Background: an optimization exercise with open tools, aiming at small area. Do not read the settings as production practice.
Function was checked by simulation only, so behaviour that the tests miss may differ from the original.
No driver is modelled on the clock port, so clocking that relies on it looks cheaper here than on a real chip.
Power and IR drop assume default switching activity.

== run a ==
## mtd_backend
module mtd_backend(
    input           clk_i,
    input           rst_n_i,
    input           infrared_key,
    input           fft_opd,
    input  [11:0]   fft_idx,
    input  [7:0]    fft_xk_re,
    input  [7:0]    fft_xk_im,
    output reg      fault_detect_led,
    output          motor_pwm,
    output          uart_tx_o
);
wire dec_vld;    
wire dec_bad;    
reg  good_pulse, bad_pulse;
reg  good_d, bad_d;
always @(posedge clk_i or negedge rst_n_i) begin
    if (!rst_n_i)
        fault_detect_led <= 1'b1;
    else if (!infrared_key)
        fault_detect_led <= 1'b1;
    else if (dec_vld)
        fault_detect_led <= ~dec_bad;
end
always @(posedge clk_i or negedge rst_n_i) begin
    if (!rst_n_i) begin
        good_pulse <= 1'b0;
        bad_pulse  <= 1'b0;
        good_d     <= 1'b0;
        bad_d      <= 1'b0;
    end else begin
        good_pulse <= dec_vld & ~dec_bad;
        bad_pulse  <= dec_vld & dec_bad;
        good_d     <= good_pulse;
        bad_d      <= bad_pulse;
    end
end
fault_detect_top u_fault_detect_top(
    .clk_i(clk_i),
    .rst_n_i(rst_n_i),
    .opd(fft_opd),
    .idx(fft_idx),
    .xk_re(fft_xk_re),
    .xk_im(fft_xk_im),
    .fault_detected_o(dec_bad),
    .vaild_o(dec_vld)
);
motor_ctrl u_motor_ctrl(
    .clk_i(clk_i),
    .rst_n_i(rst_n_i),
    .left_i(good_d),
    .right_i(bad_d),
    .pwm_o(motor_pwm)
);
uart_screen_ctrl u_uart_screen_ctrl(
    .clk_i(clk_i),
    .rst_n_i(rst_n_i),
    .good_i(good_d),
    .bad_i(bad_d),
    .uart_tx(uart_tx_o)
);
endmodule
export LEC_CHECK = 0
export ABC_AREA = 1
export CAP_MARGIN = 20
export CORE_MARGIN = 2
export CORE_UTILIZATION = 40
export SLEW_MARGIN = 20
create_clock -name core_clock -period 37.0 [get_ports {clk_i}]
standard.sh (not shown) runs the stock make flow with config.mk's settings and CLKGATE_MAP_FILE= SYNTH_SCRIPT=/design/flow/synth_recipe.tcl, a recipe that flattens the netlist after the stock synthesis.
==> flow/flow/run.sh <==
#!/bin/bash
# Layout flow: the standard flow (standard.sh) with three changes:
#  1. after the standard synthesis, the full adder cells' polarities are chosen
#     to need fewer inverters (flow/fapol.py), then the logic between the
#     registers is re-mapped by ABC for area (flow/post.tcl); registers, adder
#     cells and tie cells are kept. The new netlist is used only if Yosys proves
#     it equivalent to the standard one (flow/eq.tcl);
#  2. ports are buffered with buf_1 instead of clkdlybuf4s50_1;
#  3. the clock tree uses clkbuf_8 and no dummy loads.
# Each tool's output goes to its own log file in this folder.
set -uo pipefail
R=$PWD/orfs/results/sky130hd/mtd_backend/base
YOSYS=$(command -v yosys || echo /OpenROAD-flow-scripts/tools/install/yosys/bin/yosys)
export BUFFER_PORTS_ARGS="-buffer_cell sky130_fd_sc_hd__buf_1"
export CTS_ARGS="-sink_clustering_enable -repair_clock_nets -dont_use_dummy_load -buf_list sky130_fd_sc_hd__clkbuf_8"

bash standard.sh "$R/1_2_yosys.v" > std_synth.log 2>&1 || exit 1
cp "$R/1_2_yosys.v" std_1_2_yosys.v

export POST_LIB=$FLOW_HOME/platforms/sky130hd/lib/sky130_fd_sc_hd__tt_025C_1v80.lib
export POST_DONT_USE=$PWD/flow/dont_use.txt
export POST_ABC=$PWD/flow/post.abc
export POST_OUT=$PWD/post_1_2_yosys.v
if python3 flow/fapol.py std_1_2_yosys.v fapol_1_2_yosys.v > fapol.log 2>&1; then
    export POST_IN=$PWD/fapol_1_2_yosys.v
else
    export POST_IN=$PWD/std_1_2_yosys.v
fi
if "$YOSYS" -c flow/post.tcl > post.log 2>&1 && POST_IN=$PWD/std_1_2_yosys.v "$YOSYS" -c flow/eq.tcl > eq.log 2>&1; then
    cp post_1_2_yosys.v "$R/1_2_yosys.v"
    touch "$R/1_2_yosys.v"
    echo "re-mapped netlist used" > post_status.txt
else
    echo "re-mapped netlist not used" > post_status.txt
fi

bash standard.sh > std_flow.log 2>&1
Other scripts of this flow, unchanged in this note and not shown: flow/flow/dont_use.txt, flow/flow/eq.tcl, flow/flow/fapol.py, flow/flow/post.abc, flow/flow/post.tcl
Run a ended with every stage complete and zero timing, DRC or antenna violations.
Edits applied to the flow inputs when going from run a to run b:
--- a/flow/flow/run.sh
+++ b/flow/flow/run.sh
@@ -7,5 +7,7 @@
 #     it equivalent to the standard one (flow/eq.tcl);
 #  2. ports are buffered with buf_1 instead of clkdlybuf4s50_1;
-#  3. the clock tree uses clkbuf_8 and no dummy loads.
+#  3. the clock tree uses clkbuf_8 and no dummy loads; after CTS, clock buffers
+#     are downsized while every register's clock pin slew stays under 100 ps
+#     (flow/ctsdown.tcl, run by ORFS as its POST_CTS_TCL hook).
 # Each tool's output goes to its own log file in this folder.
 set -uo pipefail
@@ -14,4 +16,5 @@
 export BUFFER_PORTS_ARGS="-buffer_cell sky130_fd_sc_hd__buf_1"
 export CTS_ARGS="-sink_clustering_enable -repair_clock_nets -dont_use_dummy_load -buf_list sky130_fd_sc_hd__clkbuf_8"
+export POST_CTS_TCL=$PWD/flow/ctsdown.tcl
 
 bash standard.sh "$R/1_2_yosys.v" > std_synth.log 2>&1 || exit 1
==> flow/flow/ctsdown.tcl (new file) <==
proc ctsdown_worst_slew {} {
  set w 0
  foreach p [get_pins -hierarchical */CLK] {
    set s [get_property $p slew_max]
    if {$s > $w} { set w $s }
  }
  return $w
}
proc ctsdown { limit } {
  set sizes {sky130_fd_sc_hd__clkbuf_2 sky130_fd_sc_hd__clkbuf_4 sky130_fd_sc_hd__clkbuf_8 sky130_fd_sc_hd__clkbuf_16}
  estimate_parasitics -placement
  set before [ctsdown_worst_slew]
  set leaves {}
  set roots {}
  foreach inst [get_cells clkbuf_*_clk_i] {
    if {[string match "clkbuf_0_*" [get_property $inst full_name]]} { lappend roots $inst } else { lappend leaves $inst }
  }
  set n 0
  foreach inst [concat $leaves $roots] {
    set idx [lsearch $sizes [get_property $inst ref_name]]
    while {$idx > 1} {
      replace_cell $inst [lindex $sizes [expr {$idx - 1}]]
      estimate_parasitics -placement
      if {[ctsdown_worst_slew] > $limit} {
        replace_cell $inst [lindex $sizes $idx]
        estimate_parasitics -placement
        break
      }
      incr n
      incr idx -1
    }
  }
  puts "ctsdown: $n clock buffers downsized, worst clock pin slew $before -> [ctsdown_worst_slew] ns"
}
ctsdown 0.100
Findings:
Between run a and run b, the flow reports initial detailed-routing violation count increasing by more than 10%.
Summary of the comparison: met3 layer usage reported by global route is higher in run b, relative to run a.
As far as wire length of the first global-routing pass is concerned, run b and run a perform about the same.
Delta (run b minus run a): clock-cell share of area shrank by 0.60 points, slew of the pin with the lowest slew margin grew by 0.0038 ns, final worst setup slack grew by 0.11 ns, internal power consumption shrank by 3.8%.
Between run a and run b, the via count does not differ in any meaningful way.

========
mtd_backend again, from the RTL that the note above started with.
export LEC_CHECK = 0
export ABC_AREA = 1
export CAP_MARGIN = 20
export CORE_MARGIN = 2
export CORE_UTILIZATION = 40
export SLEW_MARGIN = 20
create_clock -name core_clock -period 37.0 [get_ports {clk_i}]
==> flow/flow/run.sh <==
#!/bin/bash
# Layout flow: the standard flow (standard.sh) with three changes:
#  1. after the standard synthesis, the logic between the registers is
#     re-mapped by ABC for area (flow/post.tcl); registers, adder cells and tie
#     cells are kept. The new netlist is used only if Yosys proves it
#     equivalent to the standard one (flow/eq.tcl);
#  2. ports are buffered with buf_1 instead of clkdlybuf4s50_1;
#  3. the clock tree uses clkbuf_8 and no dummy loads.
# Each tool's output goes to its own log file in this folder.
set -uo pipefail
R=$PWD/orfs/results/sky130hd/mtd_backend/base
YOSYS=$(command -v yosys || echo /OpenROAD-flow-scripts/tools/install/yosys/bin/yosys)
export BUFFER_PORTS_ARGS="-buffer_cell sky130_fd_sc_hd__buf_1"
export CTS_ARGS="-sink_clustering_enable -sink_clustering_size 36 -sink_clustering_max_diameter 150 -sink_clustering_levels 1 -repair_clock_nets -dont_use_dummy_load -buf_list sky130_fd_sc_hd__clkbuf_16"

bash standard.sh "$R/1_2_yosys.v" > std_synth.log 2>&1 || exit 1
cp "$R/1_2_yosys.v" std_1_2_yosys.v

export POST_LIB=$FLOW_HOME/platforms/sky130hd/lib/sky130_fd_sc_hd__tt_025C_1v80.lib
export POST_DONT_USE=$PWD/flow/dont_use.txt
export POST_ABC=$PWD/flow/post.abc
export POST_IN=$PWD/std_1_2_yosys.v
export POST_OUT=$PWD/post_1_2_yosys.v
if "$YOSYS" -c flow/post.tcl > post.log 2>&1 && "$YOSYS" -c flow/eq.tcl > eq.log 2>&1; then
    cp post_1_2_yosys.v "$R/1_2_yosys.v"
    touch "$R/1_2_yosys.v"
    echo "re-mapped netlist used" > post_status.txt
else
    echo "re-mapped netlist not used" > post_status.txt
fi

bash standard.sh > std_flow.log 2>&1
==> flow/flow/post.abc <==
strash
&get -n
&deepsyn -T 10
&put
dch -f
&get -n
&nf -a -R 1000
&put
topo
Other scripts of this flow, unchanged in this note and not shown: flow/flow/dont_use.txt, flow/flow/eq.tcl, flow/flow/post.tcl
The first run went through all stages and came out clean.
==> next run, changes <==
--- a/flow/flow/run.sh
+++ b/flow/flow/run.sh
@@ -13,3 +13,3 @@
 export BUFFER_PORTS_ARGS="-buffer_cell sky130_fd_sc_hd__buf_1"
-export CTS_ARGS="-sink_clustering_enable -sink_clustering_size 36 -sink_clustering_max_diameter 150 -sink_clustering_levels 1 -repair_clock_nets -dont_use_dummy_load -buf_list sky130_fd_sc_hd__clkbuf_16"
+export CTS_ARGS="-repair_clock_nets -dont_use_dummy_load -buf_list sky130_fd_sc_hd__clkbuf_8"
 
=> Wire length rises by about 0.6%. Power went down by about 9%. Worst hold slack is about the same. Design area decreases by 2.0%. Core utilization came out lower by 0.91 points. Via count drops by about 0.35%. Clock skew goes up by 0.0087 ns. Global-route usage stays flat.
==> next run, changes <==
--- a/flow/flow/run.sh
+++ b/flow/flow/run.sh
@@ -13,3 +13,3 @@
 export BUFFER_PORTS_ARGS="-buffer_cell sky130_fd_sc_hd__buf_1"
-export CTS_ARGS="-repair_clock_nets -dont_use_dummy_load -buf_list sky130_fd_sc_hd__clkbuf_8"
+export CTS_ARGS="-sink_clustering_enable -repair_clock_nets -dont_use_dummy_load -buf_list sky130_fd_sc_hd__clkbuf_8"
 
==> flow/flow/post.abc (replaced) <==
strash
&get -n
&deepsyn -T 60
&put
dch -f
&get -n
&nf -a -R 1000
&put
topo
The new run finished clean.
Area after synthesis shrinks slightly.
Total power barely changes.
Critical path depth shrinks by 1.
Clock skew is about the same.
Routed wire length shrinks by a few percent.
Design area shrinks slightly.

port drivers added, routing unchanged:
In the flow no input, the clock included, has a driving cell. The finished layouts below were timed again as built, in two steps. Step 1 (the two cells are an assumption about what drives the block):
set clk [get_ports {clk_i}]
set_driving_cell -lib_cell sky130_fd_sc_hd__clkbuf_16 $clk
set_driving_cell -lib_cell sky130_fd_sc_hd__buf_2 [delete_from_list [all_inputs] $clk]
Step 2, shift: input delay + t, output delay - t, t = (earliest + latest rising clock arrival at the registers) / 2. This alone moves slack from input paths to output paths. Slacks: ideal ports / drivers / drivers and shift; pairs: ideal ports / drivers.
| run | t (ns) | setup WS [ns] | latest minus earliest clock arrival (ns) | worst slew at a driven data input, ns |
|---|---|---|---|---|
| run a | 0.470 | 22.131 / 22.139 / 21.669 | 0.039 / 0.039 | 0.03 |
| run b | 0.582 | 22.246 / 22.254 / 21.672 | 0.035 / 0.036 | 0.03 |
| the first run of note 2 | 0.451 | 22.308 / 22.329 / 21.878 | 0.029 / 0.029 | 0.04 |
| the second run of note 2 | 0.474 | 22.334 / 22.349 / 21.875 | 0.033 / 0.034 | 0.04 |
| the third run of note 2 | 0.471 | 22.197 / 22.218 / 21.748 | 0.031 / 0.031 | 0.03 |
After both steps setup and hold are still met in every run listed. The setup slack of run b, which loses most, moves by +0.008 ns with the drivers and by -0.574 ns with both steps.
